This is an optimization exercise on Yosys and OpenROAD, whose aim is small area, not a production implementation. In this exercise RTL edits were held to simulation tests only and were not proved equivalent to the original. Power is estimated from default activity; no workload was simulated.

<file path="flow/config.mk">
export PLATFORM = sky130hd
export DESIGN_NAME = cardinal_router_four_way
export DESIGN_NICKNAME = cardinal_router_four_way
export VERILOG_FILES = /design/flow/design.v
export SDC_FILE = /design/flow/constraint.sdc
export NUM_CORES = 4
export LEC_CHECK = 0
export CAP_MARGIN = 20
export CORE_MARGIN = 2
export CORE_UTILIZATION = 30
export PLACE_DENSITY = 0.45
export SLEW_MARGIN = 20
</file>
<file path="flow/constraint.sdc">
create_clock -name core_clock -period 6.0 [get_ports {clk}]
set_input_delay 1.2000 -clock core_clock [delete_from_list [all_inputs] [get_ports {clk}]]
set_output_delay 1.2000 -clock core_clock [all_outputs]
set_load 0.01 [all_outputs]
</file>
<file path="flow/design.v">
`timescale 1ns/1ps
module input_ctrl #(
	parameter W = 64
) (
	input  wire         clk,
	input  wire         reset,
	input  wire         send_in,
	output wire         ready_in,
	input  wire [W-1:0] data_in,
	input  wire         clear,      
	output reg          int_valid,
	output reg  [W-1:0] int_data
);
	reg         ext_valid;
	reg [W-1:0] ext_data;
	assign ready_in = ~ext_valid;
	always @(posedge clk) begin
		if (reset) begin
			ext_valid <= 1'b0;
			int_valid <= 1'b0;
		end else begin
			ext_valid <= int_valid & ~clear;
			int_valid <= ext_valid | send_in;
		end
	end
	always @(posedge clk) begin
		ext_data <= int_data;
		int_data <= ext_valid ? ext_data : data_in;
	end
endmodule
`timescale 1ns/1ps
module output_ctrl #(
	parameter W = 64
) (
	input  wire         clk,
	input  wire         reset,
	input  wire         ready_out,
	output wire         send_out,
	output reg  [W-1:0] data_out,
	input  wire         wr,         
	input  wire [W-1:0] wdata,      
	output wire         empty       
);
	reg         ext_valid, int_valid;
	reg [W-1:0] int_data;
	assign send_out = ext_valid & ready_out;
	assign empty    = ~int_valid;
	always @(posedge clk) begin
		if (reset) begin
			ext_valid <= 1'b0;
			int_valid <= 1'b0;
		end else begin
			ext_valid <= int_valid | wr;
			int_valid <= ext_valid & ~ready_out;
		end
	end
	always @(posedge clk) begin
		data_out <= (int_data & {W{~wr}}) | wdata;
		int_data <= data_out;
	end
endmodule
`timescale 1ns/1ps
module round_robin_arbitrator5 #(
	parameter N  = 5,
	parameter SW = 3
) (
	input  wire         clk,
	input  wire         reset,
	input  wire         output_empty,
	input  wire [N-1:0] req,
	output reg  [N-1:0] gnt
);
	reg [SW-1:0] int_ptr, ext_ptr;
	reg [SW-1:0] nxt;
	reg          found;
	integer i, idx;
	always @(*) begin
		gnt   = {N{1'b0}};
		nxt   = int_ptr;
		found = 1'b0;
		for (i = 0; i < N; i = i + 1) begin
			idx = int_ptr + i;
			if (idx >= N) idx = idx - N;
			if (!found && output_empty && req[idx]) begin
				found    = 1'b1;
				gnt[idx] = 1'b1;
				nxt      = (idx == N - 1) ? 0 : idx + 1;
			end
		end
	end
	always @(posedge clk) begin
		if (reset) begin
			int_ptr <= {SW{1'b0}};
			ext_ptr <= {SW{1'b0}};
		end else begin
			int_ptr <= ext_ptr;
			ext_ptr <= nxt;
		end
	end
endmodule
`timescale 1ns/1ps
module switch_arbiter_four_way (
	input  wire       valid,
	input  wire       xnz,       
	input  wire       ynz,       
	input  wire       x_dir,     
	input  wire       y_dir,     
	output wire       go_up,
	output wire       go_down,
	output wire       go_left,
	output wire       go_right,
	output wire       go_pe
);
	assign go_left  = valid &  xnz &  x_dir;
	assign go_right = valid &  xnz & ~x_dir;
	assign go_up    = valid & ~xnz &  ynz &  y_dir;
	assign go_down  = valid & ~xnz &  ynz & ~y_dir;
	assign go_pe    = valid & ~xnz & ~ynz;
endmodule
`timescale 1ns/1ps
module cardinal_router_four_way (
	input  wire        clk,
	input  wire        reset,  
	output reg         polarity,  
	input  wire        upsi,  
	output wire        upri,  
	input  wire [63:0] updi,  
	input  wire        downsi,  
	output wire        downri,  
	input  wire [63:0] downdi,  
	input  wire        leftsi,  
	output wire        leftri,  
	input  wire [63:0] leftdi,  
	input  wire        rightsi,  
	output wire        rightri,  
	input  wire [63:0] rightdi,  
	input  wire        pesi,  
	output wire        peri,  
	input  wire [63:0] pedi,  
	output wire        upso,  
	input  wire        upro,  
	output wire [63:0] updo,  
	output wire        downso,  
	input  wire        downro,  
	output wire [63:0] downdo,  
	output wire        leftso,  
	input  wire        leftro,  
	output wire [63:0] leftdo,  
	output wire        rightso,  
	input  wire        rightro,  
	output wire [63:0] rightdo,  
	output wire        peso,  
	input  wire        pero,  
	output wire [63:0] pedo   
);
	always @(posedge clk) begin
		if (reset) polarity <= 1'b0;
		else       polarity <= ~polarity;
	end
	wire [4:0] si = {pesi, rightsi, leftsi, downsi, upsi};
	wire [4:0] ri;
	assign {peri, rightri, leftri, downri, upri} = ri;
	wire [4:0] clr;
	wire [4:0] iv;
	wire [59:0] up_q, down_q;
	wire [63:0] left_q, right_q, pe_q;
	input_ctrl #(.W(60)) UP_IN (.clk(clk), .reset(reset), .send_in(si[0]), .ready_in(ri[0]),
		.data_in({updi[63:56], updi[51:0]}), .clear(clr[0]), .int_valid(iv[0]), .int_data(up_q));
	input_ctrl #(.W(60)) DOWN_IN (.clk(clk), .reset(reset), .send_in(si[1]), .ready_in(ri[1]),
		.data_in({downdi[63:56], downdi[51:0]}), .clear(clr[1]), .int_valid(iv[1]), .int_data(down_q));
	input_ctrl #(.W(64)) LEFT_IN (.clk(clk), .reset(reset), .send_in(si[2]), .ready_in(ri[2]),
		.data_in(leftdi), .clear(clr[2]), .int_valid(iv[2]), .int_data(left_q));
	input_ctrl #(.W(64)) RIGHT_IN (.clk(clk), .reset(reset), .send_in(si[3]), .ready_in(ri[3]),
		.data_in(rightdi), .clear(clr[3]), .int_valid(iv[3]), .int_data(right_q));
	input_ctrl #(.W(64)) PE_IN (.clk(clk), .reset(reset), .send_in(si[4]), .ready_in(ri[4]),
		.data_in(pedi), .clear(clr[4]), .int_valid(iv[4]), .int_data(pe_q));
	wire [63:0] pk [0:4];
	assign pk[0] = {up_q[59:52],   4'b0, up_q[51:0]};
	assign pk[1] = {down_q[59:52], 4'b0, down_q[51:0]};
	assign pk[2] = left_q;
	assign pk[3] = right_q;
	assign pk[4] = pe_q;
	wire [4:0] go_up, go_down, go_left, go_right, go_pe;
	wire [4:0] xd = {pe_q[62], 1'b1, 1'b0, 1'b0, 1'b0};
	wire [4:0] yd = {pe_q[61], right_q[61], left_q[61], 1'b1, 1'b0};
	genvar k;
	generate
		for (k = 0; k < 5; k = k + 1) begin : DEC
			switch_arbiter_four_way D (
				.valid(iv[k]),
				.xnz((k < 2) ? 1'b0 : (|pk[k][55:52])),
				.ynz(|pk[k][51:48]),
				.x_dir(xd[k]), .y_dir(yd[k]),
				.go_up(go_up[k]), .go_down(go_down[k]), .go_left(go_left[k]),
				.go_right(go_right[k]), .go_pe(go_pe[k]));
		end
	endgenerate
	wire [4:0] oe;    
	wire [3:0] g_up, g_down;
	wire [1:0] g_left, g_right;
	wire [4:0] g_pe;
	round_robin_arbitrator5 #(.N(4), .SW(2)) ARB_UP (.clk(clk), .reset(reset), .output_empty(oe[0]),
		.req({go_up[4], go_up[3], go_up[2], go_up[1]}), .gnt(g_up));
	round_robin_arbitrator5 #(.N(4), .SW(2)) ARB_DOWN (.clk(clk), .reset(reset), .output_empty(oe[1]),
		.req({go_down[4], go_down[3], go_down[2], go_down[0]}), .gnt(g_down));
	round_robin_arbitrator5 #(.N(2), .SW(1)) ARB_LEFT (.clk(clk), .reset(reset), .output_empty(oe[2]),
		.req({go_left[4], go_left[3]}), .gnt(g_left));
	round_robin_arbitrator5 #(.N(2), .SW(1)) ARB_RIGHT (.clk(clk), .reset(reset), .output_empty(oe[3]),
		.req({go_right[4], go_right[2]}), .gnt(g_right));
	round_robin_arbitrator5 #(.N(5), .SW(3)) ARB_PE (.clk(clk), .reset(reset), .output_empty(oe[4]),
		.req(go_pe), .gnt(g_pe));
	assign clr[0] = g_down[0] | g_pe[0];
	assign clr[1] = g_up[0]   | g_pe[1];
	assign clr[2] = g_up[1] | g_down[1] | g_right[0] | g_pe[2];
	assign clr[3] = g_up[2] | g_down[2] | g_left[0]  | g_pe[3];
	assign clr[4] = g_up[3] | g_down[3] | g_left[1] | g_right[1] | g_pe[4];
	function [58:0] f_ud; input [63:0] d; f_ud = {d[63:62], d[60:56], d[51:0]}; endfunction
	function [62:0] f_lr; input [63:0] d; f_lr = {d[63], d[61:0]}; endfunction
	function [55:0] f_pe; input [63:0] d; f_pe = {d[63:56], d[47:0]}; endfunction
	wire [58:0] w_up = ({59{g_up[0]}} & f_ud(pk[1])) | ({59{g_up[1]}} & f_ud(pk[2]))
	                 | ({59{g_up[2]}} & f_ud(pk[3])) | ({59{g_up[3]}} & f_ud(pk[4]));
	wire [58:0] w_down = ({59{g_down[0]}} & f_ud(pk[0])) | ({59{g_down[1]}} & f_ud(pk[2]))
	                   | ({59{g_down[2]}} & f_ud(pk[3])) | ({59{g_down[3]}} & f_ud(pk[4]));
	wire [62:0] w_left = ({63{g_left[0]}} & f_lr(pk[3])) | ({63{g_left[1]}} & f_lr(pk[4]));
	wire [62:0] w_right = ({63{g_right[0]}} & f_lr(pk[2])) | ({63{g_right[1]}} & f_lr(pk[4]));
	wire [55:0] w_pe = ({56{g_pe[0]}} & f_pe(pk[0])) | ({56{g_pe[1]}} & f_pe(pk[1]))
	                 | ({56{g_pe[2]}} & f_pe(pk[2])) | ({56{g_pe[3]}} & f_pe(pk[3]))
	                 | ({56{g_pe[4]}} & f_pe(pk[4]));
	wire [58:0] up_e, down_e;
	wire [62:0] left_e, right_e;
	wire [55:0] pe_e;
	output_ctrl #(.W(59)) UP_OUT (.clk(clk), .reset(reset), .ready_out(upro), .send_out(upso),
		.data_out(up_e), .wr(|g_up), .wdata(w_up), .empty(oe[0]));
	output_ctrl #(.W(59)) DOWN_OUT (.clk(clk), .reset(reset), .ready_out(downro), .send_out(downso),
		.data_out(down_e), .wr(|g_down), .wdata(w_down), .empty(oe[1]));
	output_ctrl #(.W(63)) LEFT_OUT (.clk(clk), .reset(reset), .ready_out(leftro), .send_out(leftso),
		.data_out(left_e), .wr(|g_left), .wdata(w_left), .empty(oe[2]));
	output_ctrl #(.W(63)) RIGHT_OUT (.clk(clk), .reset(reset), .ready_out(rightro), .send_out(rightso),
		.data_out(right_e), .wr(|g_right), .wdata(w_right), .empty(oe[3]));
	output_ctrl #(.W(56)) PE_OUT (.clk(clk), .reset(reset), .ready_out(pero), .send_out(peso),
		.data_out(pe_e), .wr(|g_pe), .wdata(w_pe), .empty(oe[4]));
	assign updo    = {up_e[58:57],   1'b1, up_e[56:52],   4'b0, up_e[51:48] - 4'd1,   up_e[47:0]};
	assign downdo  = {down_e[58:57], 1'b0, down_e[56:52], 4'b0, down_e[51:48] - 4'd1, down_e[47:0]};
	assign leftdo  = {left_e[62],  1'b1, left_e[61:56],  left_e[55:52] - 4'd1,  left_e[51:0]};
	assign rightdo = {right_e[62], 1'b0, right_e[61:56], right_e[55:52] - 4'd1, right_e[51:0]};
	assign pedo    = {pe_e[55:48], 8'b0, pe_e[47:0]};
endmodule
</file>
<file path="flow/run.sh">
#!/bin/bash
# synth_recipe.tcl (not shown) runs the flow's synth.tcl, then flattens the netlist and writes it again
# the make line also repeats each setting of config.mk as NAME=value (left out here)
make -C /OpenROAD-flow-scripts/flow DESIGN_CONFIG=/design/flow/config.mk WORK_HOME=/design/flow/orfs CLKGATE_MAP_FILE= SYNTH_SCRIPT=/design/flow/synth_recipe.tcl finish
</file>
==> impl_metrics.env <==
export IMPL_finalSetupViolCount=0
export IMPL_io_buffers=634
export IMPL_fin_area_um2=54100
export IMPL_cts_resized=0
export IMPL_end_kind="flip-flop"
export IMPL_hold_path_class="reg -> reg"
export IMPL_crit_slowest_cell="nor3_1"
export IMPL_layout_drive_gt1_share_pct=16.5
export IMPL_crit_end="PE_OUT.data_out[48]"
export IMPL_die_area_um2=144000
export IMPL_cts_clk_slew_worst_paths_ns=0.06
export IMPL_vias=30414
export IMPL_hold_buffers=0
export IMPL_multi_input_area_um2=13800
export IMPL_slew_headroom_pct=27.9
export IMPL_grt_pass1_vias=30080
export IMPL_rrSetupSlack_ns=0.74
export IMPL_die_w_um=380
export IMPL_fin_worst_skew_ns=0.0425
export IMPL_synth_edf_count=0
export IMPL_setup_ws_ns=0.738
export IMPL_syn_cell_area_um2=42400
export IMPL_htree_levels=4
export IMPL_nFillCells=13679
export IMPL_synth_avg_cell_area_um2=11.6
export IMPL_status="timing/DRC/antenna clean"
export IMPL_synth_seq_area_share_pct=59.7
export IMPL_grt_pass1_wl_um=230000
export IMPL_cts_buffers_inserted=139
export IMPL_grt_max_degree=65
export IMPL_finalMaxSlewViolations=0
export IMPL_synthAdderAreaFrac_pct=1.79
export IMPL_crit_path_start="ARB_PE.int_ptr[0]"
export IMPL_grt_overflow_total=0
export IMPL_maxCapViolations=0
export IMPL_crit_reg2reg_launch="ARB_PE.int_ptr[0]"
export IMPL_fin_crit_sh_pct=87.7
export IMPL_area_growth_pct=27.6
export IMPL_hold_viol=0
export IMPL_yosys_area_share_xor_xnor_pct=0.472
export IMPL_finalSetupTns_ns=0
export IMPL_drt_initial_drc_count=3137
export IMPL_yosysWarnings=9
export IMPL_routed_via_density=5.02
export IMPL_rsz0062_at_grt="no"
export IMPL_reg2regPathDepth=17
export IMPL_fmax_ghz=0.190
export IMPL_coreArea_um2=140000
export IMPL_initial_utilization_pct=30.3
export IMPL_dieHeight_um=380
export IMPL_grt_total_usage_pct=22.2
export IMPL_wl_um=166000
export IMPL_synth_mux_area_share_pct=8.85
export IMPL_num_rows=137
export IMPL_cts_tree="built"
export IMPL_synth_simple_area_share_pct=6.61
export IMPL_pin_count=663
export IMPL_critPathKind="reg -> reg"
export IMPL_whs_ns=0.336
export IMPL_vdd_ir_drop_max_mv=0.421
export IMPL_synth_ff_type="dfxtp_1"
export IMPL_drc=0
export IMPL_r2r_end="PE_OUT.data_out[48]"
export IMPL_final_util_pct=38.7
export IMPL_antenna_found_initial=33
export IMPL_slowest_delay_ns=0.68
export IMPL_insertion_delay_ns=0.79
export IMPL_ys_ff_latch=1263
export IMPL_hpwlAfterDp_um=104000
export IMPL_final_antenna_net_count=0
export IMPL_synthArstFlopShare_pct=0
export IMPL_arrival_ns=5.95
export IMPL_synth_compound_area_share_pct=14.0
export IMPL_tightest_slew_ns=1.08
export IMPL_finalCriticalPeriod_ns=5.26
export IMPL_synth_distinct_cells=86
export IMPL_p_leak_nw=21.8
export IMPL_cellPowerDensity_nw_per_um2=505
export IMPL_dp_slack_ns=0.827
export IMPL_routedWlPerCell_um=27.3
export IMPL_postCtsSetupRepairBufs=0
export IMPL_nNetsFinal=4460
export IMPL_worst_setup_path_start_kind="flip-flop"
export IMPL_drt_pass1_iterations=6
export IMPL_dpl_cell_area_um2=49400
export IMPL_regArea_um2=25300
export IMPL_cts_num_sinks=1263
export IMPL_worstPathRequired_ns=6.69
export IMPL_cp_max_fo=21
export IMPL_synthCells=3649
export IMPL_clockBufferDepth=3
export IMPL_synth_top_family_by_area="compound AO/OA/AOI/OAI gates"
export IMPL_finalWeightedCongestion=0.850
export IMPL_root_buffer="clkbuf_16"
export IMPL_cp_cell_sequence="buf_4 -> ha_1 -> nor2b_1 -> o31ai_1 -> xnor2_1 -> inv_1 -> ha_1 -> o2111ai_1 -> a21boi_0 -> o2111ai_1 -> nor3_1 -> nand3_1 -> or3_1 -> o2111ai_4 -> buf_4 -> a222oi_1 -> o211ai_1"
==> placed cells by master (no fill, tap or decap), types with 10 or more instances in the layout <==
master / Yosys / routed
ha_1: 59 / 59
nor3_1: 29 / 27
a22oi_1: 294 / 294
nor3b_1: 12 / 12
and3_1: 12 / 12
conb_1: 2 / 28
inv_1: 242 / 242
xor2_1: 14 / 14
nor4_1: 14 / 14
nor2b_1: 16 / 16
clkdlybuf4s50_1: 0 / 633
clkbuf_1: 156 / 24
clkbuf_16: 0 / 141
o211ai_2: 31 / 30
diode_2: 0 / 10
nand2b_1: 18 / 18
nand2_1: 166 / 164
nand4_1: 11 / 11
buf_4: 257 / 55
clkbuf_8: 0 / 39
nand3_1: 149 / 149
a222oi_1: 184 / 184
a21oi_1: 41 / 41
o211ai_1: 33 / 33
mux2i_1: 18 / 18
nor2_1: 55 / 55
dfxtp_1: 1263 / 1258
clkinv_2: 0 / 17
or3_1: 12 / 12
o21ai_0: 30 / 30
buf_12: 0 / 14
mux2_2: 315 / 315
==> worst min path at each step <==
stage	startpoint	end	slack, ns	depth (start not counted)
global placement	PE_OUT.data_out[24]	PE_OUT.int_data[24]	0.33	0
finish	DOWN_OUT.data_out[34]	DOWN_OUT.int_data[34]	0.34	0
detailed placement	DOWN_OUT.data_out[28]	DOWN_OUT.int_data[28]	0.33	0
floorplan	DOWN_IN.int_data[57]	DOWN_IN.ext_data[57]	0.33	0
global route	PE_OUT.data_out[24]	PE_OUT.int_data[24]	0.35	0
CTS	DOWN_OUT.data_out[34]	DOWN_OUT.int_data[34]	0.34	0
==> flip-flops by register name (all words and copies together), names as in the netlist, 63 cells and up <==
signal	flops
RIGHT_OUT.data_out	63
PE_IN.int_data	64
LEFT_OUT.data_out	63
LEFT_IN.int_data	64
LEFT_IN.ext_data	64
PE_IN.ext_data	64
RIGHT_IN.int_data	64
LEFT_OUT.int_data	63
RIGHT_OUT.int_data	63
RIGHT_IN.ext_data	64
==> per-layer routing <==
metal | track usage, % | share of wire, % | up-vias | routed length (um)
met5 | 0 | 0.16 | - | 272
met4 | 7.44 | 3.0 | 40 | 5050
met3 | 6.82 | 8.3 | 304 | 13700
met2 | 35.8 | 46 | 1302 | 76400
met1 | 28.1 | 42 | 15037 | 70100
li1 | - | - | 13731 | -
==> worst max-delay path: cells and delay by family, from the launching register on <==
kind	cells	cell delay, ns
compound gates	7	1.37
xor+xnor	1	0.23
fa+ha+maj	2	0.83
buf+inv	3	0.78
flops	1	0.46
simple gates	4	1.42
==> cell families after synthesis <==
| kind of cell | count (synthesis) |
|---|---|
| DFF | 1263 |
| AOI/OAI and AO/OA | 720 |
| buffers and inverters | 697 |
| and+or+nand+nor | 551 |
| muxes | 334 |
| adders and majority gates | 60 |
| xor gates and xnor gates | 22 |
| other | 2 |
==> synth_stat cells (27+ instances only) <==
cell      number  share of area, %
nand3_1      149               1.8
clkbuf_1     156               1.4
nor3_1        29              0.34
a22oi_1      294               5.2
inv_1        242               2.1
a21oi_1       41              0.48
nand2_1      166               1.5
dfxtp_1     1263                60
buf_4        257               4.6
a222oi_1     184               4.3
buf_2         27              0.32
o21ai_0       30              0.35
ha_1          59               1.7
o211ai_1      33              0.58
mux2_2       315               8.4
nor2_1        55              0.49
o211ai_2      31              0.92
==> final cells by class <==
class	instances	share of cell area (%)
antenna	10	0.0463
clock inverter	40	0.985
multi-input combinational	1715	25.5
timing repair buffer	703	13.0
clock buffer	204	7.68
tap	1876	4.34
sequential	1263	46.8
inverter	246	1.71
==> power breakdown <==
group          internal [mW]  switching, mW  total (mW)
clock                   5.16           3.54        8.71
sequential              10.5           1.10        11.6
combinational           3.19           3.86        7.05
==> stage by stage <==
step           total power [mW]  cells
6_report                   27.3   6057
5_1_grt                    28.5   6051
4_1_cts                    27.6   6047
3_5_place_dp               18.7   5803
3_3_place_gp               18.7   5803
2_1_floorplan              15.5   3675

-- re-timing with driven ports --
How much do the figures lean on ideal ports? The routed layout below was timed once more, with nothing changed but the port constraints. Step 1, drivers: a clkbuf_16 drives clk and a buf_2 each remaining input, both assumed. Step 2, shift: input delay + t, output delay - t, t = (earliest + latest rising clock arrival at the registers) / 2. This alone moves slack from input paths to output paths. a / b / c = ideal / step 1 / step 2; a / b = the first two.
t (ns): 0.845
slack for setup (ns): 0.738 / 0.738 / 0.738
worst setup path at the end: register to register
After both steps this run still meets setup and hold. For this run, drivers alone change the setup slack by 0.000 ns; drivers and shift together by 0.000 ns.
